Background: an optimization exercise with open tools, aiming at small area. Do not read the settings as production practice.
Function was not checked in any run shown here: the RTL went through the layout flow alone.

==> flow/design.v (outline; a module is shown in full before it is edited, if it fits) <==
// module mult_x8_h10_p18_dis3: 8 lines
// module fir_ctrl: 1147 lines
// module fir_fa: 4 lines
// module fir_ha: 4 lines
module fir_ctrl
#(
    parameter   FIR_IN  = 16,
    parameter   FIR_OUT = 16
)
(
    input   wire                             sys_clk     ,
    input   wire                             sys_rst_n   ,
    input   signed  [FIR_IN  - 1:0]          data_in     ,
    input   wire                             data_valid  ,
    output  signed  [FIR_OUT - 1:0]          fir_out     ,
    output  wire                             fir_out_valid
);
  // ...
==> flow/run.sh <==
#!/bin/bash
# synth_recipe.tcl (not shown) runs the flow's synth.tcl, then flattens the netlist and writes it again
# the make line also repeats each setting of config.mk as NAME=value (left out here)
make -C /OpenROAD-flow-scripts/flow DESIGN_CONFIG=/design/flow/config.mk WORK_HOME=/design/flow/orfs CLKGATE_MAP_FILE= SYNTH_SCRIPT=/design/flow/synth_recipe.tcl finish
==> flow/config.mk <==
export PLATFORM = sky130hd
export DESIGN_NAME = fir_ctrl
export DESIGN_NICKNAME = fir_ctrl
export VERILOG_FILES = /design/flow/design.v
export SDC_FILE = /design/flow/constraint.sdc
export NUM_CORES = 4
export LEC_CHECK = 0
export ABC_AREA = 1
export CAP_MARGIN = 20
export CORE_MARGIN = 2
export CORE_UTILIZATION = 40
export SLEW_MARGIN = 20
export SYNTH_HIERARCHICAL = 1
==> flow/constraint.sdc <==
create_clock -name core_clock -period 10.0 [get_ports {sys_clk}]
set_input_delay 2.0000 -clock core_clock [delete_from_list [all_inputs] [get_ports {sys_clk}]]
set_output_delay 2.0000 -clock core_clock [all_outputs]
set_load 0.01 [all_outputs]
==> results.json, run 1 <==
{
  "maxCapViolCount": 0,
  "yosys-top-cells-area": "dfrtp_1 62%, fa_1 26%, ha_1 3.4%, inv_1 2.9%, a21oi_2 1.0%",
  "ant_nets": 0,
  "largest-register": "Y",
  "hold_path_depth": 0,
  "cts_tree": "built",
  "timing_worst_slew_pin_value_ns": 1.048,
  "post-route-period-util_pct": 76.46,
  "grt_overflow": 0,
  "drive_gt1_share_pct": 11.18,
  "met2_length_um": 21200,
  "tapCellCount": 837,
  "status": "timing/DRC/antenna clean",
  "routed_wl_um": 42220,
  "endpoint": "Y[16]",
  "grtUsageTotal_pct": 14.48,
  "met3_usage_pct": 2.868,
  "cp_slowest_cell": "fa_1",
  "design_area_sq_um": 28870,
  "layout.area.top_class": "registers",
  "end_kind": "flip-flop",
  "die_area_sq_um": 64870,
  "syn_nets": 1834,
  "nNonClkBuffers": 40,
  "ios": 36,
  "die_h_um": 254.7,
  "hold_start": "x9[10]"
}
==> inputs of run 2 (changes only) <==
--- a/flow/config.mk
+++ b/flow/config.mk
@@ -9,5 +9,8 @@
 export CAP_MARGIN = 20
 export CORE_MARGIN = 2
 export CORE_UTILIZATION = 40
+export CTS_BUF_LIST = sky130_fd_sc_hd__clkbuf_8
+export CTS_CLUSTER_DIAMETER = 60
+export CTS_CLUSTER_SIZE = 20
 export SLEW_MARGIN = 20
 export SYNTH_HIERARCHICAL = 1
==> run 2 against run 1 <==
  * Critical endpoint unchanged
  * Routed wire length fell by 2.3%
  * Critical path type unchanged
  * Sequential cell count did not move
  * First-iteration DRC count up 17%
==> results.json, run 2 <==
{
  "status": "timing/DRC/antenna clean",
  "cts_resized": 0,
  "vias": 10120,
  "area_growth_syn_to_layout_pct": 9.333,
  "via_per_inst": 4.303,
  "die_h_um": 254.7,
  "synth_top_area_cell": "dfrtp_1",
  "synthFlopType": "dfrtp_1",
  "largest-register": "Y",
  "post_cts_buffers": 0,
  "drive_gt1_share_pct": 9.061,
  "cpPeakStageDelay_ns": 0.57,
  "largestRegisters": "Y x26, W x24",
  "avgSynthCellArea_sq_um": 17.78,
  "crit_path_max_fanout": 2,
  "skew_ns": 0.02994,
  "start_util_pct": 40.58,
  "setup-tns-final_ns": 0,
  "slew_violations": 0,
  "synth_area_sq_um": 25140,
  "htree_levels": 2,
  "largest_register_ff_count": 26,
  "cp_slowest_cell": "fa_1",
  "drc_errors": 0,
  "die_w_um": 254.7,
  "cts_max_path_buffers": 3,
  "grt_pass1_wl_um": 68410,
  "hold_viol": 0,
  "layout_common_cells": "624 x dfrtp_1, 332 x fa_1, 198 x inv_1",
  "post-dp-hpwl_um": 30250,
  "port_buffers": 35,
  "cts.sinks": 625,
  "fin_nets": 1905,
  "synth-seq-area-share_pct": 62.22,
  "num_rows": 91,
  "dpl_cell_area_sq_um": 26480,
  "wl_per_cell_um": 17.54,
  "arrival_ns": 8.21,
  "insertion_delay_ns": 0.67,
  "globalplace.congestion": 0.7843,
  "die_area_sq_um": 64870,
  "yosysWarnings": 7,
  "worstSetupStartpointType": "flip-flop",
  "cts_buffers": 46,
  "critical_path_required_ns": 10.55,
  "synth_top_area_share_pct": 62.12,
  "synth_edf_count": 0,
  "cp_common_cell": "fa_1",
  "crit_type": "reg -> reg",
  "detail_route.first_pass.iterations": 4,
  "setup_viol": 0,
  "slew_headroom_pct": 29.60,
  "netlist_instances": 1414,
  "clk_pin_slew_ns": 0.12,
  "routed_wl_um": 41240,
  "post-route-period-util_pct": 76.63,
  "path_cells": "fa_1, fa_1, ha_1, fa_1, fa_1, fa_1, fa_1, fa_1, fa_1, fa_1, fa_1, fa_1, fa_1, fa_1, fa_1, fa_1, fa_1, ha_1",
  "hp-class": "reg -> reg",
  "ff_latch_area_sq_um": 15640,
  "fmax_mhz": 130.5,
  "grt_pass1_vias": 12040,
  "ant_nets": 0,
  "syn_nets": 1834,
  "end_kind": "flip-flop",
  "synth.distinct_cells": 22,
  "instances_no_fill": 2351,
  "async_flop_share_pct": 100.0,
  "cts_root_buf": "clkbuf_8",
  "grtUsageTotal_pct": 14.04,
  "synth_commonest_cells": "624 x dfrtp_1, 332 x fa_1, 195 x inv_1",
  "yosys.cell_count.top_type": "dfrtp_1",
  "ios": 36,
  "antenna_found_initial": 0,
  "fillCellCount": 5447,
  "grt_max_degree": 194,
  "design_area_sq_um": 27480,
  "timing_worst_slew_pin_value_ns": 1.056,
  "rsz0062_at_grt": "false",
  "grt_overflow": 0,
  "multiInputGateArea_sq_um": 8627,
  "numPlacedInstances": 2273,
  "core-area_sq_um": 61940,
  "period_minus_slack_ns": 7.663,
  "ys_ff_latch": 625,
  "ctsHoldBuffers": 0,
  "maxCapViolCount": 0,
  "final_common_cell": "dfrtp_1",
  "initialDrtViolationCount": 580,
  "cts_tree": "built",
  "yosys-top-cells-area": "dfrtp_1 62%, fa_1 26%, ha_1 3.4%, inv_1 2.9%, a21oi_2 1.0%"
}
-- run 2: cell types whose count changed in the layout (fill, tap and decap cells not counted), moves of 4 or more --
| cell | before | now |
|---|---|---|
| clkbuf_16 | 68 | 0 |
| clkinv_4 | 0 | 4 |
| clkbuf_8 | 13 | 50 |
| clkinv_8 | 1 | 5 |
| clkinv_2 | 7 | 1 |
| inv_8 | 0 | 4 |
| clkbuf_1 | 10 | 0 |
| bufinv_16 | 10 | 1 |
-- run 2: critical path: cells and delay by family, from the launching register on --
family	cells	cell delay, ns
flops	1	0.44
fa+ha+maj	18	7.11
-- run 2: per-module statistics from Yosys (local to each module, per instance) --
module | flip-flops and latches | cells | times used | cell area [sq um]
fir_ctrl | 625 | 1037 | 1 | 17930
fir_fa | 0 | 1 | 332 | 20.02
fir_ha | 0 | 1 | 45 | 12.51
-- run 2: cell families after synthesis --
| kind of cell | synth area share [%] |
|---|---|
| AOI/OAI and AO/OA | 1.782 |
| xor gates and xnor gates | 0.1045 |
| adders and majority gates | 29.87 |
| buffers and inverters | 3.459 |
| DFF | 62.22 |
| muxes | 1.359 |
| and+or+nand+nor | 1.200 |
-- run 2: final timing paths --
check | start | endpoint | slack, ns | cells past startpoint
max in group asynchronous | sys_rst_n | x0[7] | 7.05 | 3
worst max register to register | Y[1] | Y[16] | 2.34 | 18
worst max-delay path | Y[1] | Y[16] | 2.34 | 18
worst min-delay path | x27[0] | x28[0] | 0.34 | 0
worst min register to register | x27[0] | x28[0] | 0.34 | 0
min in group asynchronous | sys_rst_n | x0[0] | 1.38 | 1
-- run 2: per-layer routing --
layer / vias up / wire (um) / global-route usage, %
li1: 4397 / - / -
met4: 0 / 839 / 3.860
met3: 54 / 1292 / 2.235
met1: 5580 / 18710 / 20.06
met5: - / 0 / 0
met2: 86 / 20400 / 22.59
-- run 2: area by class of cell --
class / count / share of cell area (%)
timing repair buffer: 40 / 1.630
tap: 837 / 3.810
multi-input combinational: 575 / 31.39
antenna: 2 / 0.01821
sequential: 625 / 56.91
clock buffer: 50 / 2.504
inverter: 197 / 2.691
clock inverter: 25 / 1.047
-- run 2: per-stage QoR --
| stage | setup slack, ns | utilization, % | hold slack (ns) |
|---|---|---|---|
| 6_report | 2.337 | 44.37 | 0.3379 |
| 5_1_grt | 2.134 | 44.36 | 0.3395 |
| 4_1_cts | 2.255 | 44.32 | 0.3416 |
| 3_5_place_dp | 2.240 | 42.74 | 0.3347 |
| 3_3_place_gp | 2.342 | 42.74 | 0.3314 |
| 2_1_floorplan | 2.773 | - | 0.3312 |

==> port drivers added, routing unchanged <==
The flow's constraints put no driver on any port. The routed layouts listed below were extracted and timed again, unchanged, in two steps.
Step 1 assumes that a clkbuf_16 drives the clock port and a buf_2 every other input.
Step 2 moves the port delays by t, midway between the first and last clock arrival at a register: inputs arrive t later, outputs are due t later. That takes back most of the time a late clock gives input paths.
Three values: ideal, step 1, step 2; two values: the first two.
run	t, ns	setup slack, ns	worst setup path after step 2	slew at the worst register clock pin (ns)	worst slew at a driven data input, ns
run 1	0.651	2.354 / 2.354 / 2.354	register to register	0.06 / 0.06	0.05
run 2	0.707	2.337 / 2.337 / 2.337	register to register	0.12 / 0.12	0.05
After both steps every run listed still meets setup and hold.
